From an optimization exercise on the open Yosys and OpenROAD flow, aimed at small area and a short achievable clock period; shortcuts taken in it are not production practice. At most, simulation tests tie the RTL to the original design; equivalence was not proved. No functional check of the RTL was part of run 4. Power and IR drop assume default switching activity.

--- run.sh ---
#!/bin/bash
# synth_recipe.tcl (not shown) runs the flow's synth.tcl, then flattens the netlist and writes it again
# the make line also repeats each setting of config.mk as NAME=value (left out here)
make -C /OpenROAD-flow-scripts/flow DESIGN_CONFIG=/design/flow/config.mk WORK_HOME=/design/flow/orfs CLKGATE_MAP_FILE= SYNTH_SCRIPT=/design/flow/synth_recipe.tcl finish
--- config.mk ---
export PLATFORM = sky130hd
export DESIGN_NAME = packet_router
export DESIGN_NICKNAME = packet_router
export VERILOG_FILES = /design/flow/design.v
export SDC_FILE = /design/flow/constraint.sdc
export NUM_CORES = 4
export LEC_CHECK = 0
export CAP_MARGIN = 20
export CORE_MARGIN = 2
export CORE_UTILIZATION = 40
export SLEW_MARGIN = 20
--- constraint.sdc ---
create_clock -name core_clock -period 5.0 [get_ports {iClk}]
set_input_delay 1.0000 -clock core_clock [delete_from_list [all_inputs] [get_ports {iClk}]]
set_output_delay 1.0000 -clock core_clock [all_outputs]
set_load 0.01 [all_outputs]
--- design.v ---
`timescale 1ns/1ps
module packet_router #(
  parameter integer PATH_COUNT = 4,
  parameter integer DATA_WIDTH = 64
)(
  input   wire                                  iClk,
  input   wire                                  iRst,
  input   wire                                  iPktValid,
  input   wire  [DATA_WIDTH-1:0]                iPktData,
  output  wire  [DATA_WIDTH-1:0]                oData,
  output  wire  [PATH_COUNT-1:0]                oDataVld,
  input   wire  [PATH_COUNT-1:0] [31:0]         iRegMatchCriteria
);
reg  [3:0]            ne;         
reg  [3:0]            wp [0:3];   
reg  [3:0]            rp [0:3];   
reg  [DATA_WIDTH-1:0] mem [0:15];  
reg  [1:0]            prev;
reg  [DATA_WIDTH-1:0] dataOut;
reg  [3:0]            dataOutVld;
wire [3:0] wr;
genvar q, k;
generate
  for (q = 0; q < 4; q = q + 1) begin : g_wr
    assign wr[q] = iPktValid & (iRegMatchCriteria[q][31:28] == iPktData[DATA_WIDTH-1:DATA_WIDTH-4]);
  end
endgenerate
reg [3:0] sel;    
reg [1:0] sel_idx;
always @(*) begin
  sel = 4'b0;
  sel_idx = prev + 2'd1;
  if      (ne[prev + 2'd1]) sel_idx = prev + 2'd1;
  else if (ne[prev + 2'd2]) sel_idx = prev + 2'd2;
  else if (ne[prev + 2'd3]) sel_idx = prev + 2'd3;
  else if (ne[prev])        sel_idx = prev;
  sel[sel_idx] = 1'b1;
end
wire [3:0] rd = sel & ne;
wire [DATA_WIDTH-1:0] head [0:3];
generate
  for (q = 0; q < 4; q = q + 1) begin : g_head
    assign head[q] = ({DATA_WIDTH{rp[q][0]}} & mem[4*q+0])
                   | ({DATA_WIDTH{rp[q][1]}} & mem[4*q+1])
                   | ({DATA_WIDTH{rp[q][2]}} & mem[4*q+2])
                   | ({DATA_WIDTH{rp[q][3]}} & mem[4*q+3]);
  end
endgenerate
wire [DATA_WIDTH-1:0] rdata = ({DATA_WIDTH{sel[0]}} & head[0])
                            | ({DATA_WIDTH{sel[1]}} & head[1])
                            | ({DATA_WIDTH{sel[2]}} & head[2])
                            | ({DATA_WIDTH{sel[3]}} & head[3]);
generate
  for (q = 0; q < 4; q = q + 1) begin : g_q
    wire [3:0] rp_nxt = {rp[q][2:0], rp[q][3]};
    wire [3:0] wp_nxt = {wp[q][2:0], wp[q][3]};
    always @(posedge iClk) begin
      if (iRst) begin
        ne[q] <= 1'b0;
        wp[q] <= 4'b0001;
        rp[q] <= 4'b0001;
      end else begin
        ne[q] <= wr[q] | (ne[q] & ~(rd[q] & (rp_nxt == wp[q])));
        if (wr[q]) wp[q] <= wp_nxt;
        if (rd[q]) rp[q] <= rp_nxt;
      end
    end
    for (k = 0; k < 4; k = k + 1) begin : g_slot
      always @(posedge iClk) begin
        if (wr[q] && wp[q][k])
          mem[4*q+k] <= iPktData;
      end
    end
  end
endgenerate
always @(posedge iClk) begin
  if (iRst) begin
    prev       <= 2'd0;
    dataOutVld <= 4'd0;
  end else begin
    prev       <= sel_idx;
    dataOutVld <= rd;
  end
  dataOut <= rdata;
end
assign oData    = dataOut;
assign oDataVld = dataOutVld;
endmodule
==> results of run 1 <==
==> routing by layer <==
| layer | wire, um | vias up |
|---|---|---|
| li1 | - | 9843 |
| met1 | 43100 | 11700 |
| met3 | 8210 | 154 |
| met2 | 48400 | 969 |
| met5 | 41 | - |
| met4 | 2660 | 6 |
==> area by class of cell <==
class	instances	area, um2
fill	8289	52700
sequential	1130	32900
multi-input combinational	1042	7120
clock buffer	139	2970
timing repair buffer	204	2080
tap	1357	1700
clock inverter	71	743
inverter	8	30.0
==> state kept, by name (all words and copies together), names as in the netlist <==
register / cells
dataOut: 64
mem: 1024
rp: 16
ne: 4
wp: 16
prev: 2
dataOutVld: 4
==> power by group <==
| part | total [uW] | internal [uW] | switching [uW] |
|---|---|---|---|
| Combinational | 1330 | 551 | 776 |
| Sequential | 10600 | 10500 | 111 |
| Clock | 8380 | 4850 | 3530 |
==> synthesized netlist by cell type (all sizes together) (3+ instances only) <==
cell type	instances	area (um2)
mux2i	23	230
a22oi	412	3090
nor3	4	20.0
edfxtp	1024	30700
a31oi	3	18.8
o21ai	42	210
xnor2	9	78.8
a21oi	7	35.0
nor2b	4	25.0
nor2	33	124
inv	8	30.0
buf	42	209
o211ai	28	210
a211o	6	52.6
nand2	227	852
clkbuf	110	413
and2	18	113
a311oi	4	35.0
nand2b	8	50.1
dfxtp	106	2120
xor2	21	184
nor4	7	77.6
a22o	65	569
a221oi	64	561
a222oi	36	360
==> tightest hold or removal path, cell delays in order, from the launching register on <==
cell	delay, ns
sky130_fd_sc_hd__edfxtp_1	0.32
sky130_fd_sc_hd__a221oi_1	0.06
sky130_fd_sc_hd__o21ai_1	0.11
==> logic make-up (layout without fill, tap and decap cells) <==
group,Yosys count,in the layout,synth area share
XOR/XNOR,30,30,0.00647
AND/OR/NAND/NOR,312,312,0.0330
flip-flops,1130,1130,0.810
buffers and inverters,160,422,0.0161
multiplexers,23,23,0.00567
AO/OA/AOI/OAI,677,677,0.129
==> worst paths after layout <==
kind / endpoint / slack, ns / cells after the start / from
max: mem[2][33] / 1.38 / 6 / iPktData[61]
min: dataOut[40] / 0.53 / 2 / mem[5][40]
max reg2reg: dataOut[4] / 2.03 / 6 / prev[0]
min reg2reg: dataOut[40] / 0.53 / 2 / mem[5][40]
==> per-stage QoR <==
stage / area (um2) / hold WS [ns] / setup WS, ns / instances
floorplan: 40600 / 0.488 / 1.01 / 2332
global placement: 43800 / 0.512 / 0.607 / 3738
detailed placement: 43800 / 0.520 / 0.666 / 3738
CTS: 47500 / 0.535 / 1.40 / 3948
global route: 47600 / 0.557 / 1.32 / 3951
finish: 47600 / 0.528 / 1.38 / 3951
==> qor.txt, run 1 <==
clock sinks -> 1130
Die Area -> 104000 um2
Design Power -> 20300 uW
via count of the first global-routing pass -> 23000
delay of the slowest critical-path stage -> 1.02 ns
Final GP Congestion -> 0.745
hold violation total from the final report -> 0
clock-pin slew on the worst setup and hold paths -> 0.06 ns
final net count -> 2692
maximum resistive drop on vdd -> 326 uV
post-detailed-placement half-perimeter wirelength -> 55300 um
post-synthesis register bit count -> 1130
number of buffers inserted by port buffering -> 150
Longest Clk Path Bufs -> 3
most frequent standard cell in the layout excluding fill and tap cells -> sky130_fd_sc_hd__edfxtp_1
core outline area -> 100000 um2
buffers inserted during post-CTS setup optimization -> 0
Synth Cell Area -> 40600 um2
master cell of the clock root buffer -> sky130_fd_sc_hd__clkbuf_16
number of instances in the synthesized netlist -> 2332
most common flop cell mapped by yosys -> sky130_fd_sc_hd__edfxtp_1
drt first pass iters -> 8
Remaining Overflow, GRT -> 0
Critical Path Fanout Max -> 32
post-route clock skew -> 0.0440 ns
ratio of cells with drive above 1 in the final layout -> 0.100
worst min-delay path category -> flop to flop
number of buffers inserted during clock tree synthesis -> 111
TritonCTS clock tree -> yes
number of core rows -> 116
total setup violations reported at the end of the flow -> 0
per-cell routed wire length -> 25.9 um
async set-reset flop share out of synthesis -> 0
commonest cells after routing, fill and taps aside -> sky130_fd_sc_hd__edfxtp_1, sky130_fd_sc_hd__a22oi_1, sky130_fd_sc_hd__nand2_1, sky130_fd_sc_hd__clkdlybuf4s50_1, sky130_fd_sc_hd__clkbuf_16
global routing met2 resource utilization -> 0.317
class of the most critical setup path -> input port to flop
pin count of the biggest net entering global routing -> 68
met1 track demand over resource -> 0.266
routing layer with the top usage in global route -> met2
total buffers and inverters traversed by the critical path -> 3
critical path required time -> 5.36 ns
number of max-capacitance violations reported -> 0
final wirelength -> 102000 um
run status -> finished clean
first-pass GRT wire length -> 150000 um
area growth from synthesis to final layout -> 17.2%
per-instance average area after synthesis -> 17.4 um2
Critical Path AT -> 3.97 ns
unrepaired setup endpoints after global routing -> false
Clock H-tree levels -> 3
number of DRC markers in iteration 0 -> 2877
Post-Route Utilization -> 0.474
number of max-slew violations in the final report -> 0
hold_buf cts -> 0
die width -> 323 um
nets in the synthesized netlist -> 2527
cell area power density -> 427 nW/um2
number of vias per cell after detailed routing -> 5.73
leakage power of the design -> 0.0152 uW
Critical Path Source Type -> input port
clock latency reported for the late side of the worst-skew pair -> 0.70 ns
overall track demand over capacity in global routing -> 0.195
top achievable clock speed -> 277 MHz
number of synthesis warnings -> 4
Post-CTS Resized -> 0
fraction of the yosys area taken by sequential cells -> 0.810
final period utilization -> 0.723
number of enable flip-flop cells after synthesis -> 1024
initial antenna violation count -> 5
Total Neg Setup Slack -> 0 ns
Cell variety after synth -> 47
Die Height -> 323 um
slew of the pin with the lowest slew margin -> 1.15 ns
Rel. slew slack -> 0.232
number of nets with antenna violations after detailed routing -> 0
number of DRC violations after detailed routing -> 0
worst path cell trace -> clkdlybuf4s50_1, inv_1, a22o_1, nor4_4, and2_4, buf_12
Critical Path Slowest Stage Cell -> sky130_fd_sc_hd__clkdlybuf4s50_1
M3 GR Usage -> 0.0376
overall via count from detail_route -> 22600
CP endpoint kind -> flop
shortest period the worst path allows -> 3.62 ns
number of ports placed on the die boundary -> 263
Worst path top cell family by delay -> buffers and inverters
number of antenna repair diodes -> 0
Starting Density -> 0.405
==> inputs of run 2 (changes only) <==
--- a/config.mk
+++ b/config.mk
@@ -9,3 +9,4 @@
 export CORE_MARGIN = 2
 export CORE_UTILIZATION = 40
+export SETUP_SLACK_MARGIN = 2.5
 export SLEW_MARGIN = 20
==> run 2 against run 1 <==
  * Core utilization rose by 0.92 points
  * Clock power fell by 5.6%
  * Worst setup slack better by 1.1 ns
  * Routed wire length increased by 10%
  * Area after synthesis did not move
  * First-iteration DRC count up 0.24%
  * Die area unchanged
  * Synthesized cell count unchanged
  * Critical path type is now flop to flop
  * Critical endpoint is now dataOut[16]
  * Largest cell class unchanged
  * Largest power group unchanged
==> qor.txt, run 2 <==
number of nets with antenna violations after detailed routing -> 0 (unchanged)
M3 GR Usage -> 0.0384 (was 0.0376)
via count of the first global-routing pass -> 23500 (was 23000)
die width -> 323 um (unchanged)
number of enable flip-flop cells after synthesis -> 1024 (unchanged)
core outline area -> 100000 um2 (unchanged)
pin count of the biggest net entering global routing -> 70 (was 68)
list of most frequent post-synthesis cells -> sky130_fd_sc_hd__edfxtp_1, sky130_fd_sc_hd__a22oi_1, sky130_fd_sc_hd__nand2_1 (unchanged)
number of max-slew violations in the final report -> 0 (unchanged)
Post-Place Cells -> 3745 (was 3738)
largest registers -> mem (1024), dataOut (64) (unchanged)
number of ports placed on the die boundary -> 263 (unchanged)
routing layer with the top usage in global route -> met2 (unchanged)
worst hold margin -> 0.519 ns (was 0.528 ns)
hold_buf cts -> 0 (unchanged)
worst min-delay path category -> flop to flop (unchanged)
clock-pin slew on the worst setup and hold paths -> 0.06 ns (about the same)
number of instances in the synthesized netlist -> 2332 (unchanged)
Final GP Congestion -> 0.754 (was 0.745)
max FFs per register -> 1024 (unchanged)
number of DRC markers in iteration 0 -> 2884 (was 2877)
slew of the pin with the lowest slew margin -> 1.11 ns (was 1.15 ns)
Die Area -> 104000 um2 (unchanged)
cell area reported after detailed placement -> 44000 um2 (was 43800 um2)
commonest cells after routing, fill and taps aside -> sky130_fd_sc_hd__edfxtp_1, sky130_fd_sc_hd__a22oi_1, sky130_fd_sc_hd__nand2_1, sky130_fd_sc_hd__clkbuf_16, sky130_fd_sc_hd__dfxtp_1 (was sky130_fd_sc_hd__edfxtp_1, sky130_fd_sc_hd__a22oi_1, sky130_fd_sc_hd__nand2_1, sky130_fd_sc_hd__clkdlybuf4s50_1, sky130_fd_sc_hd__clkbuf_16)
CP endpoint kind -> flop (unchanged)
unrepaired setup endpoints after global routing -> true (was false)
Die Height -> 323 um (unchanged)
number of buffers inserted by port buffering -> 150 (unchanged)
Critical Path AT -> 3.05 ns (was 3.97 ns)
number of core rows -> 116 (unchanged)
clock sinks -> 1130 (unchanged)
Clock H-tree levels -> 3 (unchanged)
post-route clock skew -> 0.0279 ns (was 0.0440 ns)
Rel. slew slack -> 0.259 (was 0.232)
drt first pass iters -> 7 (was 8)
class of the most critical setup path -> flop to flop (was input port to flop)
switching power total -> 4480 uW (was 4420 uW)
post-synthesis register bit count -> 1130 (unchanged)
Critical Path Source Type -> flop (was input port)
number of vias per cell after detailed routing -> 5.82 (was 5.73)
Worst Slack Setup Final -> 2.46 ns (was 1.38 ns)
capture instance of the worst register-to-register path -> dataOut[16] (was dataOut[4])
Starting Density -> 0.405 (unchanged)
fraction of the yosys area taken by sequential cells -> 0.810 (unchanged)
per-instance average area after synthesis -> 17.4 um2 (unchanged)
top-count cell post-synth -> sky130_fd_sc_hd__edfxtp_1 (unchanged)
combinational fraction of design power -> 0.076 (was 0.065)
final net count -> 2785 (was 2692)
initial antenna violation count -> 4 (was 5)
overall via count from detail_route -> 23500 (was 22600)
met1 track demand over resource -> 0.284 (was 0.266)
post-detailed-placement half-perimeter wirelength -> 55300 um (about the same)
maximum resistive drop on vdd -> 280 uV (was 326 uV)
cell area power density -> 413 nW/um2 (was 427 nW/um2)
ratio of cells with drive above 1 in the final layout -> 0.134 (was 0.100)
top achievable clock speed -> 394 MHz (was 277 MHz)
number of synthesis warnings -> 4 (unchanged)
overall track demand over capacity in global routing -> 0.215 (was 0.195)
number of buffers inserted during clock tree synthesis -> 109 (was 111)
beginning of the critical path -> ne[3] (was iPktData[61])
final wirelength -> 113000 um (was 102000 um)
TritonCTS clock tree -> yes (unchanged)
first-pass GRT wire length -> 162000 um (was 150000 um)
run status -> finished clean (unchanged)
leakage power of the design -> 0.0158 uW (was 0.0152 uW)
area growth from synthesis to final layout -> 19.5% (was 17.2%)
Cell variety after synth -> 47 (unchanged)
global routing met2 resource utilization -> 0.355 (was 0.317)
Reg-to-Reg Start -> ne[3] (was prev[0])
most common flop cell mapped by yosys -> sky130_fd_sc_hd__edfxtp_1 (unchanged)
Total Neg Setup Slack -> 0 ns (unchanged)
per-cell routed wire length -> 28.0 um (was 25.9 um)
master cell of the clock root buffer -> sky130_fd_sc_hd__clkbuf_16 (unchanged)
Sequential Power Share -> 0.530 (was 0.522)
number of DRC violations after detailed routing -> 0 (unchanged)
fin cells -> 4044 (was 3951)
relative contribution of the clock network to total power -> 0.395 (was 0.412)
shortest period the worst path allows -> 2.54 ns (was 3.62 ns)
Synth Cell Area -> 40600 um2 (unchanged)
Worst Reg2Reg Path Length in Cells -> 5 (was 6)
top cells by area in the synthesized netlist -> sky130_fd_sc_hd__edfxtp_1, sky130_fd_sc_hd__a22oi_1, sky130_fd_sc_hd__dfxtp_1 (unchanged)
area leader, netlist -> sky130_fd_sc_hd__edfxtp_1 (unchanged)
worst slack, placed -> 0.716 ns (was 0.666 ns)
final period utilization -> 0.507 (was 0.723)
post-synth top area share -> 0.758 (unchanged)
total setup violations reported at the end of the flow -> 0 (unchanged)
internal power of the cells -> 15500 uW (was 15900 uW)
clock latency reported for the late side of the worst-skew pair -> 0.68 ns (was 0.70 ns)
most frequent standard cell in the layout excluding fill and tap cells -> sky130_fd_sc_hd__edfxtp_1 (unchanged)
Longest Clk Path Bufs -> 3 (unchanged)
Critical Path Fanout Max -> 12 (was 32)
net switching fraction of the power -> 0.224 (was 0.217)
nets in the synthesized netlist -> 2527 (unchanged)
critical path required time -> 5.52 ns (was 5.36 ns)
post-route cell area -> 48500 um2 (was 47600 um2)
async set-reset flop share out of synthesis -> 0 (unchanged)
end point of the critical path -> dataOut[16] (was mem[2][33])
hold violation total from the final report -> 0 (unchanged)
Remaining Overflow, GRT -> 0 (unchanged)
flop-to-flop setup slack -> 2.46 ns (was 2.03 ns)
number of max-capacitance violations reported -> 0 (unchanged)
Reg with most FFs -> mem (unchanged)
-- run 2: worst max-delay path, cell delays in order, from the launching register on --
cell,delay [ns]
sky130_fd_sc_hd__dfxtp_2,0.40
sky130_fd_sc_hd__nor2b_1,0.19
sky130_fd_sc_hd__a211o_4,0.38
sky130_fd_sc_hd__or2_2,0.42
sky130_fd_sc_hd__a222oi_1,0.79
sky130_fd_sc_hd__o21ai_0,0.18
-- run 2: power by group through the flow --
stage / Combinational (uW) / Sequential, uW / Clock (uW)
finish: 1510 / 10600 / 7910
global route: 1590 / 10600 / 8390
CTS: 1450 / 10600 / 8040
detailed placement: 1340 / 10800 / 0
global placement: 1330 / 10800 / 0
floorplan: 464 / 10900 / 0
-- run 2: per-layer routing --
layer  share of wire  wire length, um  up-vias
met2            0.48            54600     1132
met4           0.037             4170        4
met1            0.40            45200    12100
li1                -                -    10100
met5         0.00021               24        -
met3           0.081             9160      224
-- run 2: repair_timing --
item,CTS,global route
endpoints found under the setup margin,1172,455
gates cloned,20,3
pin swaps,18,9
setup buffers,51,17
endpoints found under the hold margin,0,0
resized for setup,114,17
-- run 2: stage by stage --
step	util	power, uW
3_3_place_gp	0.439	12100
5_1_grt	0.484	20600
2_1_floorplan	-	11300
3_5_place_dp	0.439	12200
6_report	0.484	20000
4_1_cts	0.480	20100
-- run 2: cells by family after synthesis --
group | after synthesis | synth area share
buf+inv | 160 | 0.0161
flops | 1130 | 0.810
mux | 23 | 0.00567
compound gates | 677 | 0.129
simple gates | 312 | 0.0330
xor+xnor | 30 | 0.00647
-- run 2: area by class of cell --
cell class                      count  area [um2]
Antenna cell                        1        2.50
Fill cell                        8307       51800
Inverter                            8        30.0
Tap cell                         1357        1700
Clock inverter                     45         390
Sequential cell                  1130       33000
Timing Repair Buffer              280        2980
Multi-Input combinational cell   1061        7380
Clock buffer                      162        3060
-- run 2: how the worst min path moves through the flow --
stage | cells past startpoint | startpoint | to
finish | 2 | mem[5][26] | dataOut[26]
global route | 2 | mem[5][35] | dataOut[35]
CTS | 2 | mem[5][26] | dataOut[26]
detailed placement | 2 | mem[5][26] | dataOut[26]
global placement | 2 | mem[5][40] | dataOut[40]
floorplan | 2 | mem[5][54] | dataOut[54]
==> inputs of run 3 (changes only) <==
--- a/config.mk
+++ b/config.mk
@@ -8,5 +8,5 @@
 export CAP_MARGIN = 20
 export CORE_MARGIN = 2
-export CORE_UTILIZATION = 40
-export SETUP_SLACK_MARGIN = 2.5
+export CORE_UTILIZATION = 55
+export SETUP_SLACK_MARGIN = 3.0
 export SLEW_MARGIN = 20
==> run 3 against run 2 <==
  * Sequential cell count is the same
  * Sequential share of layout area shrank 7.4 points
  * Non-clock buffer count grew 299
  * Via count grew 13%
==> qor.txt, run 3 <==
top-count cell post-synth -> sky130_fd_sc_hd__edfxtp_1 (unchanged)
maximum resistive drop on vdd -> 361 uV (was 280 uV)
Post-Synth Adder-Cell Area -> 0 (unchanged)
Die Area -> 76000 um2 (was 104000 um2)
Starting Density -> 0.556 (was 0.405)
TritonCTS clock tree -> yes (unchanged)
drt first pass iters -> 8 (was 7)
number of buffers inserted by port buffering -> 150 (unchanged)
final wirelength -> 139000 um (was 113000 um)
number of DRC violations after detailed routing -> 0 (unchanged)
unrepaired setup endpoints after global routing -> true (unchanged)
via count of the first global-routing pass -> 25200 (was 23500)
number of vias per cell after detailed routing -> 6.72 (was 5.82)
Sequential Power Share -> 0.511 (was 0.530)
filler cell count -> 4083 (was 8307)
number of core rows -> 99 (was 116)
number of synthesis warnings -> 4 (unchanged)
Critical Path Source Type -> flop (unchanged)
Rel. slew slack -> 0.266 (was 0.259)
top achievable clock speed -> 422 MHz (was 394 MHz)
CP endpoint kind -> flop (unchanged)
overall via count from detail_route -> 26600 (was 23500)
Longest Clk Path Bufs -> 3 (unchanged)
run status -> finished clean (unchanged)
Total Neg Setup Slack -> 0 ns (unchanged)
Reg with most FFs -> mem (unchanged)
clock latency reported for the late side of the worst-skew pair -> 0.69 ns (was 0.68 ns)
top cells by area in the synthesized netlist -> sky130_fd_sc_hd__edfxtp_1, sky130_fd_sc_hd__a22oi_1, sky130_fd_sc_hd__dfxtp_1 (unchanged)
routing layer with the top usage in global route -> met2 (unchanged)
nets in the synthesized netlist -> 2527 (unchanged)
post-synth top area share -> 0.758 (unchanged)
number of ports placed on the die boundary -> 263 (unchanged)
core outline area -> 73000 um2 (was 100000 um2)
post-route cell area -> 54500 um2 (was 48500 um2)
Final GP Congestion -> 0.775 (was 0.754)
Critical Path AT -> 2.87 ns (was 3.05 ns)
number of instances in the synthesized netlist -> 2332 (unchanged)
per-instance average area after synthesis -> 17.4 um2 (unchanged)
class of the most critical setup path -> flop to flop (unchanged)
number of max-slew violations in the final report -> 0 (unchanged)
overall track demand over capacity in global routing -> 0.351 (was 0.215)
main combinational cell family by area after synthesis -> compound AO/OA/AOI/OAI gates (unchanged)
initial antenna violation count -> 4 (unchanged)
final period utilization -> 0.474 (was 0.507)
Die Height -> 276 um (was 323 um)
async set-reset flop share out of synthesis -> 0 (unchanged)
shortest period the worst path allows -> 2.37 ns (was 2.54 ns)
Post-Synth Simple-Gate Area -> 0.0330 (unchanged)
leakage power of the design -> 0.0186 uW (was 0.0158 uW)
clock-pin slew on the worst setup and hold paths -> 0.07 ns (was 0.06 ns)
ratio of cells with drive above 1 in the final layout -> 0.280 (was 0.134)
Critical Path Fanout Max -> 10 (was 12)
max FFs per register -> 1024 (unchanged)
hold violation total from the final report -> 0 (unchanged)
critical path required time -> 5.50 ns (was 5.52 ns)
list of most frequent post-synthesis cells -> sky130_fd_sc_hd__edfxtp_1, sky130_fd_sc_hd__a22oi_1, sky130_fd_sc_hd__nand2_1 (unchanged)
total setup violations reported at the end of the flow -> 0 (unchanged)
post-synthesis compound-gate area fraction -> 0.129 (unchanged)
net switching fraction of the power -> 0.226 (was 0.224)
worst min-delay path category -> flop to flop (unchanged)
area leader, netlist -> sky130_fd_sc_hd__edfxtp_1 (unchanged)
slew of the pin with the lowest slew margin -> 1.10 ns (was 1.11 ns)
pin count of the biggest net entering global routing -> 68 (was 70)
fraction of the yosys area taken by sequential cells -> 0.810 (unchanged)
most frequent standard cell in the layout excluding fill and tap cells -> sky130_fd_sc_hd__edfxtp_1 (unchanged)
per-cell routed wire length -> 35.1 um (was 28.0 um)
post-synthesis register bit count -> 1130 (unchanged)
met1 track demand over resource -> 0.469 (was 0.284)
post-route clock skew -> 0.0215 ns (was 0.0279 ns)
clock sinks -> 1130 (unchanged)
number of enable flip-flop cells after synthesis -> 1024 (unchanged)
M3 GR Usage -> 0.0751 (was 0.0384)
relative contribution of the clock network to total power -> 0.398 (was 0.395)
Remaining Overflow, GRT -> 0 (unchanged)
Cell variety after synth -> 47 (unchanged)
number of nets with antenna violations after detailed routing -> 0 (unchanged)
switching power total -> 4720 uW (was 4480 uW)
number of max-capacitance violations reported -> 0 (unchanged)
Synth Cell Area -> 40600 um2 (unchanged)
master cell of the clock root buffer -> sky130_fd_sc_hd__clkbuf_16 (unchanged)
Clock H-tree levels -> 3 (unchanged)
mux cell area share after synthesis -> 0.00567 (unchanged)
first-pass GRT wire length -> 185000 um (was 162000 um)
area share of xor/xnor cells in the synthesized design -> 0.00647 (unchanged)
post-detailed-placement half-perimeter wirelength -> 53700 um (was 55300 um)
die width -> 276 um (was 323 um)
final net count -> 3089 (was 2785)
most common flop cell mapped by yosys -> sky130_fd_sc_hd__edfxtp_1 (unchanged)
number of DRC markers in iteration 0 -> 3712 (was 2884)
largest registers -> mem (1024), dataOut (64) (unchanged)
global routing met2 resource utilization -> 0.560 (was 0.355)
combinational fraction of design power -> 0.092 (was 0.076)
internal power of the cells -> 16100 uW (was 15500 uW)
cell area power density -> 382 nW/um2 (was 413 nW/um2)
number of buffers inserted during clock tree synthesis -> 111 (was 109)
commonest cells after routing, fill and taps aside -> sky130_fd_sc_hd__edfxtp_1, sky130_fd_sc_hd__a22oi_1, sky130_fd_sc_hd__nand2_1, sky130_fd_sc_hd__clkbuf_16, sky130_fd_sc_hd__buf_6 (was sky130_fd_sc_hd__edfxtp_1, sky130_fd_sc_hd__a22oi_1, sky130_fd_sc_hd__nand2_1, sky130_fd_sc_hd__clkbuf_16, sky130_fd_sc_hd__dfxtp_1)
area growth from synthesis to final layout -> 34.4% (was 19.5%)
cell area reported after detailed placement -> 43500 um2 (was 44000 um2)
## run 3: cell count changes in the layout (fill, tap and decap cells not counted), moves of 14 or more
cell / before / now
sky130_fd_sc_hd__a22oi_1: 412 / 395
sky130_fd_sc_hd__buf_4: 77 / 63
sky130_fd_sc_hd__clkdlybuf4s50_1: 77 / 60
sky130_fd_sc_hd__clkbuf_16: 114 / 139
sky130_fd_sc_hd__dlygate4sd2_1: 69 / 2
sky130_fd_sc_hd__a22oi_2: 0 / 17
sky130_fd_sc_hd__buf_8: 0 / 31
sky130_fd_sc_hd__dfxtp_2: 3 / 27
sky130_fd_sc_hd__buf_12: 35 / 124
sky130_fd_sc_hd__buf_2: 2 / 39
sky130_fd_sc_hd__dfxtp_1: 83 / 55
sky130_fd_sc_hd__buf_6: 12 / 135
sky130_fd_sc_hd__buf_16: 2 / 87
## run 3: path summary, 6_finish.rpt
kind | end | slack, ns | depth (start not counted) | startpoint
setup / recovery | dataOut[3] | 2.63 | 6 | ne[2]
hold reg to reg | dataOut[38] | 0.52 | 2 | mem[5][38]
setup reg to reg | dataOut[3] | 2.63 | 6 | ne[2]
hold / removal | dataOut[38] | 0.52 | 2 | mem[5][38]
## run 3: layout make-up
type | count | area [um2] | share of cell area
antenna | 2 | 5.00 | 0.0000918
clock buffer | 162 | 3240 | 0.0593
clock inverter | 48 | 388 | 0.00711
inverter | 8 | 36.3 | 0.000665
multi-input combinational | 1064 | 7810 | 0.143
sequential | 1130 | 33000 | 0.605
tap | 959 | 1200 | 0.0220
timing repair buffer | 579 | 8870 | 0.163
## run 3: kinds of logic after synthesis
logic type / count (synthesis)
compound gates: 677
xor+xnor: 30
buf+inv: 160
flops: 1130
mux: 23
simple gates: 312
## run 3: through the flow
stage	power (uW)	setup WS (ns)	utilization	instances	hold slack, ns
floorplan	11300	2.21	-	2332	0.488
global placement	12100	0.929	0.596	3348	0.499
detailed placement	12100	0.897	0.596	3348	0.508
CTS	20600	2.68	0.721	3864	0.519
global route	21300	2.66	0.748	3950	0.540
finish	20800	2.63	0.748	3952	0.517
## run 3: power by group through the flow
| stage | clock network, uW | registers [uW] | logic [uW] |
|---|---|---|---|
| final | 8280 | 10600 | 1910 |
| after global routing | 8670 | 10600 | 1970 |
| after CTS | 8270 | 10600 | 1670 |
| after detailed placement | 0 | 10800 | 1310 |
| after global placement | 0 | 10800 | 1300 |
| after floorplan | 0 | 10900 | 463 |
## run 3: worst max-delay path, cell delays in order (launching register included)
cell	delay, ns
sky130_fd_sc_hd__dfxtp_4	0.47
sky130_fd_sc_hd__buf_4	0.20
sky130_fd_sc_hd__a2111oi_4	0.05
sky130_fd_sc_hd__clkbuf_16	0.19
sky130_fd_sc_hd__or2_4	0.33
sky130_fd_sc_hd__a222oi_1	0.72
sky130_fd_sc_hd__o21ai_1	0.22
## run 3: what timing repair did
item,CTS,global route
buffers inserted,208,58
hold buffers,0,0
endpoints found under the setup margin,1192,1154
resized for setup,689,197
pin swaps,55,68
gates cloned,98,28
## run 3: per-layer routing
| layer | vias to the layer above | wire length [um] | share of wire |
|---|---|---|---|
| met1 | 13700 | 49100 | 0.35 |
| met4 | 6 | 8450 | 0.061 |
| met2 | 1772 | 65100 | 0.47 |
| li1 | 10700 | - | - |
| met3 | 378 | 15900 | 0.11 |
| met5 | - | 44 | 0.00032 |
==> inputs of run 4 (changes only) <==
--- a/design.v
+++ b/design.v
@@ -16,5 +16,5 @@
 reg  [3:0]            rp [0:3];   
 reg  [DATA_WIDTH-1:0] mem [0:15];  
-reg  [1:0]            prev;
+reg  [3:0]            sel;
 reg  [DATA_WIDTH-1:0] dataOut;
 reg  [3:0]            dataOutVld;
@@ -26,15 +26,4 @@
   end
 endgenerate
-reg [3:0] sel;    
-reg [1:0] sel_idx;
-always @(*) begin
-  sel = 4'b0;
-  sel_idx = prev + 2'd1;
-  if      (ne[prev + 2'd1]) sel_idx = prev + 2'd1;
-  else if (ne[prev + 2'd2]) sel_idx = prev + 2'd2;
-  else if (ne[prev + 2'd3]) sel_idx = prev + 2'd3;
-  else if (ne[prev])        sel_idx = prev;
-  sel[sel_idx] = 1'b1;
-end
 wire [3:0] rd = sel & ne;
 wire [DATA_WIDTH-1:0] head [0:3];
@@ -51,8 +40,10 @@
                             | ({DATA_WIDTH{sel[2]}} & head[2])
                             | ({DATA_WIDTH{sel[3]}} & head[3]);
+wire [3:0] ne_nxt;
 generate
   for (q = 0; q < 4; q = q + 1) begin : g_q
     wire [3:0] rp_nxt = {rp[q][2:0], rp[q][3]};
     wire [3:0] wp_nxt = {wp[q][2:0], wp[q][3]};
+    assign ne_nxt[q] = wr[q] | (ne[q] & ~(rd[q] & (rp_nxt == wp[q])));
     always @(posedge iClk) begin
       if (iRst) begin
@@ -61,12 +52,14 @@
         rp[q] <= 4'b0001;
       end else begin
-        ne[q] <= wr[q] | (ne[q] & ~(rd[q] & (rp_nxt == wp[q])));
+        ne[q] <= ne_nxt[q];
         if (wr[q]) wp[q] <= wp_nxt;
         if (rd[q]) rp[q] <= rp_nxt;
       end
     end
+    wire full = ne[q] & (wp[q] == rp[q]);
+    wire wfree = ~full | sel[q];
     for (k = 0; k < 4; k = k + 1) begin : g_slot
       always @(posedge iClk) begin
-        if (wr[q] && wp[q][k])
+        if (wp[q][k] && wfree)
           mem[4*q+k] <= iPktData;
       end
@@ -74,10 +67,27 @@
   end
 endgenerate
+reg [3:0] sel_nxt;
+integer j;
+always @(*) begin
+  sel_nxt = {sel[2:0], sel[3]};
+  for (j = 3; j >= 0; j = j - 1) begin
+    if (ne_nxt & rot(sel, j + 1))
+      sel_nxt = rot(sel, j + 1);
+  end
+end
+function [3:0] rot(input [3:0] v, input integer n);
+  integer m;
+  begin
+    rot = v;
+    for (m = 0; m < n; m = m + 1)
+      rot = {rot[2:0], rot[3]};
+  end
+endfunction
 always @(posedge iClk) begin
   if (iRst) begin
-    prev       <= 2'd0;
+    sel        <= 4'b0010;
     dataOutVld <= 4'd0;
   end else begin
-    prev       <= sel_idx;
+    sel        <= sel_nxt;
     dataOutVld <= rd;
   end
--- a/config.mk
+++ b/config.mk
@@ -8,5 +8,6 @@
 export CAP_MARGIN = 20
 export CORE_MARGIN = 2
-export CORE_UTILIZATION = 55
+export CORE_UTILIZATION = 60
 export SETUP_SLACK_MARGIN = 3.0
 export SLEW_MARGIN = 20
+export TNS_END_PERCENT = 5
==> run 4 against run 3 <==
  * Still clean on timing, DRC and antenna
  * First-iteration DRC count decreased by 11%
  * Synthesized cell count up 2.0%
  * Global-route usage fell by 0.62 points
  * Sequential share of layout area grew 7.7 points
  * Combinational power is essentially flat
  * Largest cell class unchanged
  * Highest routed layer unchanged
==> qor.txt, run 4 <==
post-synthesis register bit count -> 1132 (was 1130)
end point of the critical path -> sel[3] (was dataOut[3])
fin cells -> 3628 (was 3952)
die width -> 265 um (was 276 um)
area growth from synthesis to final layout -> 18.8% (was 34.4%)
first-pass GRT wire length -> 170000 um (was 185000 um)
number of nets with antenna violations after detailed routing -> 0 (unchanged)
post-synthesis compound-gate area fraction -> 0.137 (was 0.129)
drt first pass iters -> 5 (was 8)
critical path required time -> 5.57 ns (was 5.50 ns)
per-instance average area after synthesis -> 17.1 um2 (was 17.4 um2)
number of synthesis warnings -> 4 (unchanged)
slew of the pin with the lowest slew margin -> 1.21 ns (was 1.10 ns)
total area of multi-input combinational cells -> 7660 um2 (was 7810 um2)
overall track demand over capacity in global routing -> 0.344 (was 0.351)
top achievable clock speed -> 390 MHz (was 422 MHz)
number of max-capacitance violations reported -> 0 (unchanged)
unrepaired setup endpoints after global routing -> true (unchanged)
Total Neg Setup Slack -> 0 ns (unchanged)
async set-reset flop share out of synthesis -> 0 (unchanged)
maximum resistive drop on vdd -> 442 uV (was 361 uV)
Die Height -> 265 um (was 276 um)
clock latency reported for the late side of the worst-skew pair -> 0.68 ns (was 0.69 ns)
Remaining Overflow, GRT -> 0 (unchanged)
cell area power density -> 431 nW/um2 (was 382 nW/um2)
Clock H-tree levels -> 3 (unchanged)
Worst Reg2Reg Path Length in Cells -> 10 (was 6)
number of instances in the synthesized netlist -> 2379 (was 2332)
filler cell count -> 4148 (was 4083)
mux cell area share after synthesis -> 0.00322 (was 0.00567)
run status -> finished clean (unchanged)
ratio of cells with drive above 1 in the final layout -> 0.164 (was 0.280)
final period utilization -> 0.513 (was 0.474)
final wirelength -> 121000 um (was 139000 um)
initial antenna violation count -> 8 (was 4)
Cell variety after synth -> 45 (was 47)
Most common cell on crit path -> sky130_fd_sc_hd__buf_4
area leader, netlist -> sky130_fd_sc_hd__edfxtp_1 (unchanged)
total buffers and inverters traversed by the critical path -> 2 (unchanged)
commonest cells after routing, fill and taps aside -> sky130_fd_sc_hd__edfxtp_1, sky130_fd_sc_hd__a22oi_1, sky130_fd_sc_hd__a21oi_1, sky130_fd_sc_hd__buf_4, sky130_fd_sc_hd__clkbuf_16 (was sky130_fd_sc_hd__edfxtp_1, sky130_fd_sc_hd__a22oi_1, sky130_fd_sc_hd__nand2_1, sky130_fd_sc_hd__clkbuf_16, sky130_fd_sc_hd__buf_6)
TritonCTS clock tree -> yes (unchanged)
number of buffers inserted during clock tree synthesis -> 107 (was 111)
capture instance of the worst register-to-register path -> sel[3] (was dataOut[3])
total setup violations reported at the end of the flow -> 0 (unchanged)
Post-Place Cells -> 3285 (was 3348)
most common flop cell mapped by yosys -> sky130_fd_sc_hd__edfxtp_1 (unchanged)
Critical Path Source Type -> flop (unchanged)
flop-to-flop setup slack -> 2.44 ns (was 2.63 ns)
launch point of the worst hold path -> rp[3][2] (was mem[5][38])
Synth Cell Area -> 40800 um2 (was 40600 um2)
number of core rows -> 95 (was 99)
clock sinks -> 1132 (was 1130)
class of the most critical setup path -> flop to flop (unchanged)
final net count -> 2853 (was 3089)
per-cell routed wire length -> 33.4 um (was 35.1 um)
master cell of the clock root buffer -> sky130_fd_sc_hd__clkbuf_16 (unchanged)
largest registers -> mem (1024), dataOut (64) (unchanged)
most frequent standard cell in the layout excluding fill and tap cells -> sky130_fd_sc_hd__edfxtp_1 (unchanged)
via count of the first global-routing pass -> 24600 (was 25200)
Die Area -> 70000 um2 (was 76000 um2)
Worst path top cell family by delay -> compound AO/OA/AOI/OAI gates (unchanged)
clock-pin slew on the worst setup and hold paths -> 0.06 ns (was 0.07 ns)
Longest Clk Path Bufs -> 3 (unchanged)
Critical Path Fanout Max -> 5 (was 10)
FF/Latch Area -> 33000 um2 (about the same)
delay of the slowest critical-path stage -> 0.35 ns (was 0.72 ns)
post-detailed-placement half-perimeter wirelength -> 53100 um (was 53700 um)
number of max-slew violations in the final report -> 0 (unchanged)
hold violation total from the final report -> 0 (unchanged)
Reg with most FFs -> mem (unchanged)
Post-Synth Adder-Cell Area -> 0 (unchanged)
number of enable flip-flop cells after synthesis -> 1024 (unchanged)
nets in the synthesized netlist -> 2574 (was 2527)
Critical Path Slowest Stage Cell -> sky130_fd_sc_hd__dfxtp_4 (was sky130_fd_sc_hd__a222oi_1)
overall via count from detail_route -> 25000 (was 26600)
leakage power of the design -> 0.0161 uW (was 0.0186 uW)
post-route clock skew -> 0.0242 ns (was 0.0215 ns)
Rel. slew slack -> 0.197 (was 0.266)
number of vias per cell after detailed routing -> 6.90 (was 6.72)
list of most frequent post-synthesis cells -> sky130_fd_sc_hd__edfxtp_1, sky130_fd_sc_hd__a22oi_1, sky130_fd_sc_hd__a21oi_1 (was sky130_fd_sc_hd__edfxtp_1, sky130_fd_sc_hd__a22oi_1, sky130_fd_sc_hd__nand2_1)
CP endpoint kind -> flop (unchanged)
number of DRC markers in iteration 0 -> 3289 (was 3712)
core outline area -> 67200 um2 (was 73000 um2)
fraction of the yosys area taken by sequential cells -> 0.808 (was 0.810)
shortest period the worst path allows -> 2.56 ns (was 2.37 ns)
post-synth top area share -> 0.755 (was 0.758)
Post-Synth Simple-Gate Area -> 0.0265 (was 0.0330)
number of DRC violations after detailed routing -> 0 (unchanged)
main combinational cell family by area after synthesis -> compound AO/OA/AOI/OAI gates (unchanged)
Reg-to-Reg Start -> rp[1][3] (was ne[2])
top-count cell post-synth -> sky130_fd_sc_hd__edfxtp_1 (unchanged)
area share of xor/xnor cells in the synthesized design -> 0.00903 (was 0.00647)
number of cells on the critical path -> 10 (was 6)
top cells by area in the synthesized netlist -> sky130_fd_sc_hd__edfxtp_1, sky130_fd_sc_hd__a22oi_1, sky130_fd_sc_hd__dfxtp_1 (unchanged)
Final GP Congestion -> 0.802 (was 0.775)
number of buffers inserted by port buffering -> 150 (unchanged)
beginning of the critical path -> rp[1][3] (was ne[2])
Critical Path AT -> 3.13 ns (was 2.87 ns)
number of ports placed on the die boundary -> 263 (unchanged)
worst path cell trace -> xor2_1, nor4_2, buf_4, a21boi_4, a221oi_2, o211ai_1, buf_4, a311oi_1, a211oi_1, o41ai_2 (was buf_4, a2111oi_4, clkbuf_16, or2_4, a222oi_1, o21ai_1)
worst min-delay path category -> flop to flop (unchanged)
pin count of the biggest net entering global routing -> 67 (was 68)
Starting Density -> 0.607 (was 0.556)
max FFs per register -> 1024 (unchanged)
## run 4: through the flow
step	worst slack [ns]	instance area, um2	utilization	total power [uW]	hold slack, ns
2_1_floorplan	2.12	40900	-	11900	0.501
3_3_place_gp	0.782	43300	0.645	13000	0.526
3_5_place_dp	0.623	43300	0.645	13000	0.546
4_1_cts	2.59	48300	0.719	20900	0.555
5_1_grt	2.35	48400	0.721	21400	0.521
6_report	2.44	48400	0.721	20900	0.498
## run 4: worst register-to-register path, stage by stage, from the launching register on
cell and delay [ns]:
sky130_fd_sc_hd__dfxtp_4 0.35, sky130_fd_sc_hd__xor2_1 0.17, sky130_fd_sc_hd__nor4_2 0.29, sky130_fd_sc_hd__buf_4 0.18, sky130_fd_sc_hd__a21boi_4 0.07, sky130_fd_sc_hd__a221oi_2 0.34
sky130_fd_sc_hd__o211ai_1 0.18, sky130_fd_sc_hd__buf_4 0.20, sky130_fd_sc_hd__a311oi_1 0.29, sky130_fd_sc_hd__a211oi_1 0.11, sky130_fd_sc_hd__o41ai_2 0.28
## run 4: how the worst min path moves through the flow
| stage | end | slack (ns) | cells after the start |
|---|---|---|---|
| 2_1_floorplan | wp[3][0] | 0.50 | 1 |
| 3_3_place_gp | wp[3][0] | 0.53 | 1 |
| 5_1_grt | rp[3][2] | 0.52 | 2 |
| 3_5_place_dp | wp[3][0] | 0.55 | 1 |
| 6_report | rp[3][2] | 0.50 | 2 |
| 4_1_cts | rp[1][1] | 0.55 | 2 |
## run 4: per-layer routing
metal / vias up / GRT usage / routed length [um]
met5: - / 0 / 33
met3: 297 / 0.0878 / 15200
li1: 10300 / - / -
met4: 6 / 0.139 / 5040
met1: 12800 / 0.475 / 45200
met2: 1640 / 0.533 / 55700
## run 4: repair_timing
item                                    4_1_cts  5_1_grt
gates resized for setup                     207       15
buffers inserted                            102        9
endpoints found under the setup margin     1176     1151
pin swaps                                    59        9
hold buffers                                  0        0
gates cloned                                 24        2
## run 4: layout make-up
cell class                 instances  share of cell area
sequential                      1132               0.682
clock inverter                    49             0.00847
inverter                          11             0.00158
timing repair buffer             317              0.0628
tap                              873              0.0226
timing repair inverter             2            0.000362
antenna                            4            0.000207
multi-input combinational       1087               0.158
clock buffer                     153              0.0640
## run 4: cell families after synthesis
kind of cell,Yosys count
DFF,1132
xor gates and xnor gates,42
muxes,13
AOI/OAI and AO/OA,833
buffers and inverters,180
and+or+nand+nor,179
## run 4: where the power goes
group	total, uW	switching [uW]	internal [uW]
clock	7980	3410	4580
combinational	1880	1180	701
sequential	11000	226	10800
==> inputs of run 5 (changes only) <==
--- a/design.v
+++ b/design.v
@@ -12,7 +12,7 @@
   input   wire  [PATH_COUNT-1:0] [31:0]         iRegMatchCriteria
 );
-reg  [3:0]            ne;         
-reg  [3:0]            wp [0:3];   
-reg  [3:0]            rp [0:3];   
+reg  [3:0]            occ [0:3];  
+reg  [3:0]            wp  [0:3];  
+reg  [3:0]            rp  [0:3];  
 reg  [DATA_WIDTH-1:0] mem [0:15];  
 reg  [3:0]            sel;
@@ -26,4 +26,5 @@
   end
 endgenerate
+wire [3:0] ne = {occ[3][0], occ[2][0], occ[1][0], occ[0][0]};
 wire [3:0] rd = sel & ne;
 wire [DATA_WIDTH-1:0] head [0:3];
@@ -43,20 +44,20 @@
 generate
   for (q = 0; q < 4; q = q + 1) begin : g_q
-    wire [3:0] rp_nxt = {rp[q][2:0], rp[q][3]};
-    wire [3:0] wp_nxt = {wp[q][2:0], wp[q][3]};
-    assign ne_nxt[q] = wr[q] | (ne[q] & ~(rd[q] & (rp_nxt == wp[q])));
+    assign ne_nxt[q] = wr[q] | occ[q][1] | (occ[q][0] & ~sel[q]);
     always @(posedge iClk) begin
       if (iRst) begin
-        ne[q] <= 1'b0;
-        wp[q] <= 4'b0001;
-        rp[q] <= 4'b0001;
+        occ[q] <= 4'b0000;
+        wp[q]  <= 4'b0001;
+        rp[q]  <= 4'b0001;
       end else begin
-        ne[q] <= ne_nxt[q];
-        if (wr[q]) wp[q] <= wp_nxt;
-        if (rd[q]) rp[q] <= rp_nxt;
+        if (wr[q] & ~rd[q])
+          occ[q] <= {occ[q][2:0], 1'b1};
+        else if (rd[q] & ~wr[q])
+          occ[q] <= {1'b0, occ[q][3:1]};
+        if (wr[q]) wp[q] <= {wp[q][2:0], wp[q][3]};
+        if (rd[q]) rp[q] <= {rp[q][2:0], rp[q][3]};
       end
     end
-    wire full = ne[q] & (wp[q] == rp[q]);
-    wire wfree = ~full | sel[q];
+    wire wfree = ~occ[q][3] | sel[q];
     for (k = 0; k < 4; k = k + 1) begin : g_slot
       always @(posedge iClk) begin
@@ -67,13 +68,4 @@
   end
 endgenerate
-reg [3:0] sel_nxt;
-integer j;
-always @(*) begin
-  sel_nxt = {sel[2:0], sel[3]};
-  for (j = 3; j >= 0; j = j - 1) begin
-    if (ne_nxt & rot(sel, j + 1))
-      sel_nxt = rot(sel, j + 1);
-  end
-end
 function [3:0] rot(input [3:0] v, input integer n);
   integer m;
@@ -84,4 +76,13 @@
   end
 endfunction
+reg [3:0] sel_nxt;
+integer j;
+always @(*) begin
+  sel_nxt = rot(sel, 1);
+  for (j = 3; j >= 0; j = j - 1) begin
+    if (ne_nxt & rot(sel, j + 1))
+      sel_nxt = rot(sel, j + 1);
+  end
+end
 always @(posedge iClk) begin
   if (iRst) begin
==> run 5 against run 4 <==
  * Still clean
  * Area after synthesis grew 0.56%
  * Clock power grew 15%
  * Fmax grew 9.4%
  * Clock-buffer cell count shrank 7
  * Combinational power shrank 35%
  * Clock skew grew 0.0033 ns
  * Routed wire length shrank 1.2%
  * Hold slack gained 0.022 ns
  * Die area grew 0.55%
  * Power grew 2.0%
  * Sequential power is essentially flat
  * Final cell count shrank 0.72%
==> qor.txt, run 5 <==
number of DRC violations after detailed routing -> 0 (unchanged)
shortest period the worst path allows -> 2.34 ns (was 2.56 ns)
clock latency reported for the late side of the worst-skew pair -> 0.68 ns (about the same)
overall track demand over capacity in global routing -> 0.341 (was 0.344)
number of buffers inserted by port buffering -> 150 (unchanged)
per-instance average area after synthesis -> 17.0 um2 (was 17.1 um2)
leakage power of the design -> 0.0159 uW (was 0.0161 uW)
most frequent standard cell in the layout excluding fill and tap cells -> sky130_fd_sc_hd__edfxtp_1 (unchanged)
top-count cell post-synth -> sky130_fd_sc_hd__edfxtp_1 (unchanged)
delay of the slowest critical-path stage -> 0.39 ns (was 0.35 ns)
Final GP Congestion -> 0.757 (was 0.802)
net switching fraction of the power -> 0.208 (was 0.231)
number of core rows -> 95 (unchanged)
Starting Density -> 0.608 (was 0.607)
clock sinks -> 1144 (was 1132)
list of most frequent post-synthesis cells -> sky130_fd_sc_hd__edfxtp_1, sky130_fd_sc_hd__a22oi_1, sky130_fd_sc_hd__a21oi_1 (unchanged)
CP endpoint kind -> flop (unchanged)
cell area power density -> 439 nW/um2 (was 431 nW/um2)
switching power total -> 4430 uW (was 4820 uW)
area growth from synthesis to final layout -> 18.5% (was 18.8%)
number of instances in the synthesized netlist -> 2413 (was 2379)
Critical Path Fanout Max -> 5 (unchanged)
fraction of the yosys area taken by sequential cells -> 0.809 (was 0.808)
master cell of the clock root buffer -> sky130_fd_sc_hd__clkbuf_16 (unchanged)
internal power of the cells -> 16900 uW (was 16100 uW)
final period utilization -> 0.469 (was 0.513)
area leader, netlist -> sky130_fd_sc_hd__edfxtp_1 (unchanged)
number of max-capacitance violations reported -> 0 (unchanged)
Most common cell on crit path -> sky130_fd_sc_hd__buf_4 (unchanged)
number of enable flip-flop cells after synthesis -> 1024 (unchanged)
number of nets with antenna violations after detailed routing -> 0 (unchanged)
die width -> 265 um (about the same)
Reg with most FFs -> mem (unchanged)
total setup violations reported at the end of the flow -> 0 (unchanged)
Critical Path Slowest Stage Cell -> sky130_fd_sc_hd__a2111oi_4 (was sky130_fd_sc_hd__dfxtp_4)
overall via count from detail_route -> 25100 (was 25000)
pin count of the biggest net entering global routing -> 67 (unchanged)
run status -> finished clean (unchanged)
Longest Clk Path Bufs -> 3 (unchanged)
Worst Slack Setup Final -> 2.66 ns (was 2.44 ns)
post-route clock skew -> 0.0275 ns (was 0.0242 ns)
final net count -> 2824 (was 2853)
async set-reset flop share out of synthesis -> 0 (unchanged)
initial antenna violation count -> 12 (was 8)
most common flop cell mapped by yosys -> sky130_fd_sc_hd__edfxtp_1 (unchanged)
Rel. slew slack -> 0.181 (was 0.197)
commonest cells after routing, fill and taps aside -> sky130_fd_sc_hd__edfxtp_1, sky130_fd_sc_hd__a22oi_1, sky130_fd_sc_hd__a21oi_1, sky130_fd_sc_hd__clkbuf_16, sky130_fd_sc_hd__dfxtp_1 (was sky130_fd_sc_hd__edfxtp_1, sky130_fd_sc_hd__a22oi_1, sky130_fd_sc_hd__a21oi_1, sky130_fd_sc_hd__buf_4, sky130_fd_sc_hd__clkbuf_16)
core outline area -> 67400 um2 (was 67200 um2)
number of vias per cell after detailed routing -> 6.97 (was 6.90)
per-cell routed wire length -> 33.3 um (was 33.4 um)
Total Neg Setup Slack -> 0 ns (unchanged)
number of synthesis warnings -> 5 (was 4)
drt first pass iters -> 7 (was 5)
Die Height -> 265 um (about the same)
class of the most critical setup path -> input port to flop (was flop to flop)
Critical Path AT -> 2.87 ns (was 3.13 ns)
number of buffers inserted during clock tree synthesis -> 111 (was 107)
worst path cell trace -> buf_16, xor2_4, nor4_4, buf_4, buf_6, a222oi_1, buf_4, and3_4, a2111oi_4, a221o_1, a211oi_2 (was xor2_1, nor4_2, buf_4, a21boi_4, a221oi_2, o211ai_1, buf_4, a311oi_1, a211oi_1, o41ai_2)
max FFs per register -> 1024 (unchanged)
first-pass GRT wire length -> 170000 um (about the same)
post-synth top area share -> 0.750 (was 0.755)
number of DRC markers in iteration 0 -> 3438 (was 3289)
top cells by area in the synthesized netlist -> sky130_fd_sc_hd__edfxtp_1, sky130_fd_sc_hd__a22oi_1, sky130_fd_sc_hd__dfxtp_1 (unchanged)
critical path required time -> 5.53 ns (was 5.57 ns)
top achievable clock speed -> 427 MHz (was 390 MHz)
maximum resistive drop on vdd -> 340 uV (was 442 uV)
Sequential Power Share -> 0.512 (was 0.527)
number of max-slew violations in the final report -> 0 (unchanged)
Die Area -> 70400 um2 (was 70000 um2)
largest registers -> mem (1024), dataOut (64) (unchanged)
clock-pin slew on the worst setup and hold paths -> 0.06 ns (about the same)
post-synthesis register bit count -> 1144 (was 1132)
hold violation total from the final report -> 0 (unchanged)
ratio of cells with drive above 1 in the final layout -> 0.160 (was 0.164)
unrepaired setup endpoints after global routing -> true (unchanged)
via count of the first global-routing pass -> 24600 (about the same)
TritonCTS clock tree -> yes (unchanged)
combinational fraction of design power -> 0.057 (was 0.090)
Cell variety after synth -> 46 (was 45)
slew of the pin with the lowest slew margin -> 1.23 ns (was 1.21 ns)
Synth Cell Area -> 41000 um2 (was 40800 um2)
relative contribution of the clock network to total power -> 0.431 (was 0.382)
nets in the synthesized netlist -> 2612 (was 2574)
Critical Path Source Type -> input port (was flop)
number of ports placed on the die boundary -> 263 (unchanged)
Remaining Overflow, GRT -> 0 (unchanged)
hold_buf cts -> 0 (unchanged)
Clock H-tree levels -> 3 (unchanged)
post-detailed-placement half-perimeter wirelength -> 52000 um (was 53100 um)
final wirelength -> 120000 um (was 121000 um)
worst slack, placed -> 0.737 ns (was 0.623 ns)
worst min-delay path category -> flop to flop (unchanged)
==> run 5: cells by family (layout without fill, tap and decap cells) <==
family	after synthesis	after routing	synth area share
flops	1144	1144	0.809
compound gates	846	846	0.137
simple gates	231	261	0.0321
buf+inv	163	444	0.0150
xor+xnor	16	16	0.00342
mux	9	9	0.00220
fa+ha+maj	4	4	0.00122
other cells	0	5	0
==> run 5: cell type report <==
| class | instances | area (um2) |
|---|---|---|
| flip-flops and latches | 1144 | 33200 |
| clock inverters | 66 | 955 |
| inverters | 8 | 42.5 |
| well taps | 873 | 1090 |
| clock buffers | 146 | 3160 |
| multi-input cells | 1136 | 7890 |
| fillers | 4149 | 18800 |
| repair buffers | 224 | 2160 |
| diodes | 5 | 12.5 |
==> run 5: power groups by stage <==
stage / clock [uW] / combinational, uW / sequential (uW)
2_1_floorplan: 0 / 452 / 11100
3_3_place_gp: 0 / 1180 / 11100
3_5_place_dp: 0 / 1200 / 11100
4_1_cts: 9230 / 1200 / 10900
5_1_grt: 9610 / 1290 / 10900
6_report: 9190 / 1220 / 10900
==> run 5: what timing repair did <==
item	CTS	global route
gates cloned	34	0
buffers inserted	24	7
pin swaps	49	16
endpoints found under the setup margin	1081	783
gates resized for setup	305	27
==> run 5: metrics by stage <==
| step | std cells | power, uW | hold WS (ns) | cell area, um2 | utilization |
|---|---|---|---|---|---|
| detailed placement | 3320 | 12300 | 0.469 | 43400 | 0.644 |
| CTS | 3590 | 21300 | 0.528 | 48400 | 0.719 |
| global placement | 3320 | 12200 | 0.452 | 43400 | 0.644 |
| global route | 3598 | 21800 | 0.560 | 48500 | 0.720 |
| floorplan | 2413 | 11600 | 0.440 | 41000 | - |
| finish | 3602 | 21300 | 0.521 | 48600 | 0.720 |
==> run 5: final timing paths <==
check / startpoint / end / slack (ns) / depth (start not counted)
max reg2reg: sel[0] / dataOut[62] / 2.73 / 5
min: occ[0][2] / occ[0][2] / 0.52 / 2
min reg2reg: occ[0][2] / occ[0][2] / 0.52 / 2
max: iPktData[63] / sel[0] / 2.66 / 11
==> run 5: critical path: cells and delay by family <==
| family | cells | cell delay [ns] |
|---|---|---|
| compound gates | 4 | 0.72 |
| xor+xnor | 1 | 0.16 |
| buf+inv | 4 | 0.58 |
| simple gates | 2 | 0.41 |
==> run 5: layer usage <==
layer  vias to the layer above  global-route usage  part of all wire
li1                      10300                   -                 -
met1                     12800               0.468              0.37
met2                      1687               0.547              0.48
met3                       257              0.0748              0.12
met4                         8               0.120             0.034
met5                         -                   0           0.00044
==> inputs of run 6 (changes only) <==
--- a/config.mk
+++ b/config.mk
@@ -11,3 +11,3 @@
 export SETUP_SLACK_MARGIN = 3.0
 export SLEW_MARGIN = 20
-export TNS_END_PERCENT = 5
+export TNS_END_PERCENT = 25
==> run 6 against run 5 <==
  * Combinational power rose by 7%
  * First-iteration DRC count rose by 4.5%
  * Routed wire length rose by 3.1%
  * Final area rose by 0.13%
  * Area after synthesis did not move
  * Synthesized cell count did not move
  * Die area did not move
  * Critical path depth fell by 2
  * Critical path type unchanged
==> qor.txt, run 6 <==
run status -> finished clean (unchanged)
largest registers -> mem (1024), dataOut (64) (unchanged)
pin count of the biggest net entering global routing -> 57 (was 67)
global routing met2 resource utilization -> 0.546 (was 0.547)
M3 GR Usage -> 0.0781 (was 0.0748)
top achievable clock speed -> 431 MHz (was 427 MHz)
overall via count from detail_route -> 25100 (about the same)
Die Height -> 265 um (unchanged)
number of buffers inserted during clock tree synthesis -> 109 (was 111)
Final GP Congestion -> 0.779 (was 0.757)
post-synth top area share -> 0.750 (unchanged)
hold violation total from the final report -> 0 (unchanged)
Critical Path Source Type -> input port (unchanged)
Total Neg Setup Slack -> 0 ns (unchanged)
number of DRC violations after detailed routing -> 0 (unchanged)
critical path required time -> 5.59 ns (was 5.53 ns)
beginning of the critical path -> iPktData[60] (was iPktData[63])
number of synthesis warnings -> 5 (unchanged)
Reg-to-Reg Start -> sel[0] (unchanged)
Critical Path AT -> 2.92 ns (was 2.87 ns)
number of enable flip-flop cells after synthesis -> 1024 (unchanged)
area leader, netlist -> sky130_fd_sc_hd__edfxtp_1 (unchanged)
unrepaired setup endpoints after global routing -> true (unchanged)
launch point of the worst hold path -> occ[0][3] (was occ[0][2])
Cell variety after synth -> 46 (unchanged)
shortest period the worst path allows -> 2.32 ns (was 2.34 ns)
top cells by area in the synthesized netlist -> sky130_fd_sc_hd__edfxtp_1, sky130_fd_sc_hd__a22oi_1, sky130_fd_sc_hd__dfxtp_1 (unchanged)
post-route clock skew -> 0.0297 ns (was 0.0275 ns)
Rel. slew slack -> 0.323 (was 0.181)
nets in the synthesized netlist -> 2612 (unchanged)
async set-reset flop share out of synthesis -> 0 (unchanged)
met1 track demand over resource -> 0.480 (was 0.468)
number of buffers inserted by port buffering -> 150 (unchanged)
initial antenna violation count -> 17 (was 12)
first-pass GRT wire length -> 173000 um (was 170000 um)
core outline area -> 67400 um2 (unchanged)
Reg with most FFs -> mem (unchanged)
most common flop cell mapped by yosys -> sky130_fd_sc_hd__edfxtp_1 (unchanged)
Post-Synth Simple-Gate Area -> 0.0321 (unchanged)
post-detailed-placement half-perimeter wirelength -> 52300 um (was 52000 um)
number of max-slew violations in the final report -> 0 (unchanged)
list of most frequent post-synthesis cells -> sky130_fd_sc_hd__edfxtp_1, sky130_fd_sc_hd__a22oi_1, sky130_fd_sc_hd__a21oi_1 (unchanged)
per-cell routed wire length -> 34.1 um (was 33.3 um)
class of the most critical setup path -> input port to flop (unchanged)
drt first pass iters -> 6 (was 7)
commonest cells after routing, fill and taps aside -> sky130_fd_sc_hd__edfxtp_1, sky130_fd_sc_hd__a22oi_1, sky130_fd_sc_hd__a21oi_1, sky130_fd_sc_hd__clkbuf_16, sky130_fd_sc_hd__or4_1 (was sky130_fd_sc_hd__edfxtp_1, sky130_fd_sc_hd__a22oi_1, sky130_fd_sc_hd__a21oi_1, sky130_fd_sc_hd__clkbuf_16, sky130_fd_sc_hd__dfxtp_1)
top-count cell post-synth -> sky130_fd_sc_hd__edfxtp_1 (unchanged)
cell area power density -> 424 nW/um2 (was 439 nW/um2)
number of core rows -> 95 (unchanged)
Longest Clk Path Bufs -> 3 (unchanged)
clock sinks -> 1144 (unchanged)
maximum resistive drop on vdd -> 326 uV (was 340 uV)
ratio of cells with drive above 1 in the final layout -> 0.187 (was 0.160)
number of instances in the synthesized netlist -> 2413 (unchanged)
clock-pin slew on the worst setup and hold paths -> 0.06 ns (about the same)
area growth from synthesis to final layout -> 18.6% (was 18.5%)
mux cell area share after synthesis -> 0.00220 (unchanged)
die width -> 265 um (unchanged)
number of nets with antenna violations after detailed routing -> 0 (unchanged)
Critical Path Fanout Max -> 6 (was 5)
slew of the pin with the lowest slew margin -> 1.02 ns (was 1.23 ns)
area share of xor/xnor cells in the synthesized design -> 0.00342 (unchanged)
number of max-capacitance violations reported -> 0 (unchanged)
final wirelength -> 124000 um (was 120000 um)
final period utilization -> 0.465 (was 0.469)
Die Area -> 70400 um2 (unchanged)
Synth Cell Area -> 41000 um2 (unchanged)
Remaining Overflow, GRT -> 0 (unchanged)
CP endpoint kind -> flop (unchanged)
post-synthesis register bit count -> 1144 (unchanged)
number of DRC markers in iteration 0 -> 3592 (was 3438)
overall track demand over capacity in global routing -> 0.352 (was 0.341)
Post-Synth Adder-Cell Area -> 0.00122 (unchanged)
number of ports placed on the die boundary -> 263 (unchanged)
worst min-delay path category -> flop to flop (unchanged)
hold_buf cts -> 0 (unchanged)
TritonCTS clock tree -> yes (unchanged)
most frequent standard cell in the layout excluding fill and tap cells -> sky130_fd_sc_hd__edfxtp_1 (unchanged)
leakage power of the design -> 0.0159 uW (about the same)
main combinational cell family by area after synthesis -> compound AO/OA/AOI/OAI gates (unchanged)
Clock H-tree levels -> 3 (unchanged)
master cell of the clock root buffer -> sky130_fd_sc_hd__clkbuf_16 (unchanged)
clock latency reported for the late side of the worst-skew pair -> 0.68 ns (about the same)
per-instance average area after synthesis -> 17.0 um2 (unchanged)
post-synthesis compound-gate area fraction -> 0.137 (unchanged)
worst hold margin -> 0.538 ns (was 0.521 ns)
via count of the first global-routing pass -> 24500 (was 24600)
max FFs per register -> 1024 (unchanged)
final net count -> 2843 (was 2824)
fraction of the yosys area taken by sequential cells -> 0.809 (unchanged)
total setup violations reported at the end of the flow -> 0 (unchanged)
Starting Density -> 0.608 (unchanged)
routing layer with the top usage in global route -> met2 (unchanged)
number of vias per cell after detailed routing -> 6.92 (was 6.97)
## run 6: cell counts after synthesis
No cell type changed its count.
## run 6: power breakdown
group          total (uW)  internal, uW  switching (uW)  leakage (uW)
combinational        1300           533             768       0.00349
clock                8380          4910            3460       0.00181
sequential          10900         10800             155        0.0106
total               20600         16200            4390        0.0159
## run 6: cells by family after synthesis
| family | after synthesis |
|---|---|
| adders and majority gates | 4 |
| muxes | 9 |
| xor gates and xnor gates | 16 |
| and+or+nand+nor | 231 |
| AOI/OAI and AO/OA | 846 |
| buffers and inverters | 163 |
| DFF | 1144 |
## run 6: layer usage
| metal | routed length, um | share of wire | vias to the layer above |
|---|---|---|---|
| met3 | 14400 | 0.12 | 296 |
| met5 | 93 | 0.00075 | - |
| li1 | - | - | 10400 |
| met1 | 45700 | 0.37 | 12800 |
| met4 | 5560 | 0.045 | 14 |
| met2 | 57900 | 0.47 | 1625 |
## run 6: layout make-up
type	count	area, um2
diodes	10	25.0
inverters	8	48.8
fillers	4174	18800
repair buffers	243	2480
clock buffers	154	3160
flip-flops and latches	1144	33300
multi-input cells	1138	8000
clock inverters	52	533
well taps	873	1090
## run 6: repair_timing
action,in CTS,in global routing
cloned,36,1
pin swaps,48,9
resized for setup,364,253
endpoints found under the setup margin,1192,607
setup buffers,31,18
## run 6: stage by stage
step | power, uW | utilization | worst slack, ns | cells | instance area (um2)
6_report | 20600 | 0.721 | 2.68 | 3622 | 48600
5_1_grt | 21100 | 0.721 | 2.60 | 3615 | 48600
4_1_cts | 20600 | 0.715 | 2.73 | 3593 | 48200
2_1_floorplan | 11600 | - | 2.29 | 2413 | 41000
3_3_place_gp | 12300 | 0.644 | 0.871 | 3320 | 43400
3_5_place_dp | 12300 | 0.644 | 0.803 | 3320 | 43400
## run 6: final timing paths
check / to / slack, ns / cells past startpoint
worst max register to register: mem[0][14] / 2.73 / 4
worst max-delay path: sel[2] / 2.68 / 9
worst min-delay path: occ[0][3] / 0.54 / 2
worst min register to register: occ[0][3] / 0.54 / 2
## run 6: worst max-delay path: stages
cell                        delay [ns]
sky130_fd_sc_hd__buf_16           0.14
sky130_fd_sc_hd__xor2_4           0.18
sky130_fd_sc_hd__nor4_4           0.08
sky130_fd_sc_hd__a22o_1           0.26
sky130_fd_sc_hd__or4_4            0.59
sky130_fd_sc_hd__a2111oi_4        0.31
sky130_fd_sc_hd__buf_4            0.19
sky130_fd_sc_hd__a21oi_1          0.06
sky130_fd_sc_hd__a21oi_1          0.12

==> separate check: timing with driven ports <==
In the flow no input, the clock included, has a driving cell. The finished layouts below were timed again as built, in two steps. Step 1: set_driving_cell puts a clkbuf_16 on iClk and a buf_2 on each other input, an assumption about the parent block. Step 2 adds t to the input delays and takes it off the output delays; t is the mean of the earliest and latest rising clock arrival at the registers after step 1. Input paths then give back, and output paths get back, about the clock's delay inside the block. Three values: no drivers, after step 1, after step 2; two values: the first two.
run	t (ns)	setup WS [ns]	hold slack, ns
run 1	0.742	1.385 / 1.415 / 0.674	0.528 / 0.528 / 0.528
run 2	0.739	2.464 / 2.464 / 1.812	0.519 / 0.519 / 0.519
run 3	0.742	2.629 / 2.629 / 1.994	0.517 / 0.517 / 0.517
run 4	0.730	2.437 / 2.437 / 1.828	0.498 / 0.498 / 0.498
run 5	0.738	2.656 / 2.581 / 1.843	0.521 / 0.521 / 0.521
run 6	0.730	2.677 / 2.554 / 1.823	0.538 / 0.538 / 0.538
After both steps setup and hold are still met in every run listed. The setup slack of run 6, which loses most, moves by -0.123 ns with the drivers and by -0.854 ns with both steps.
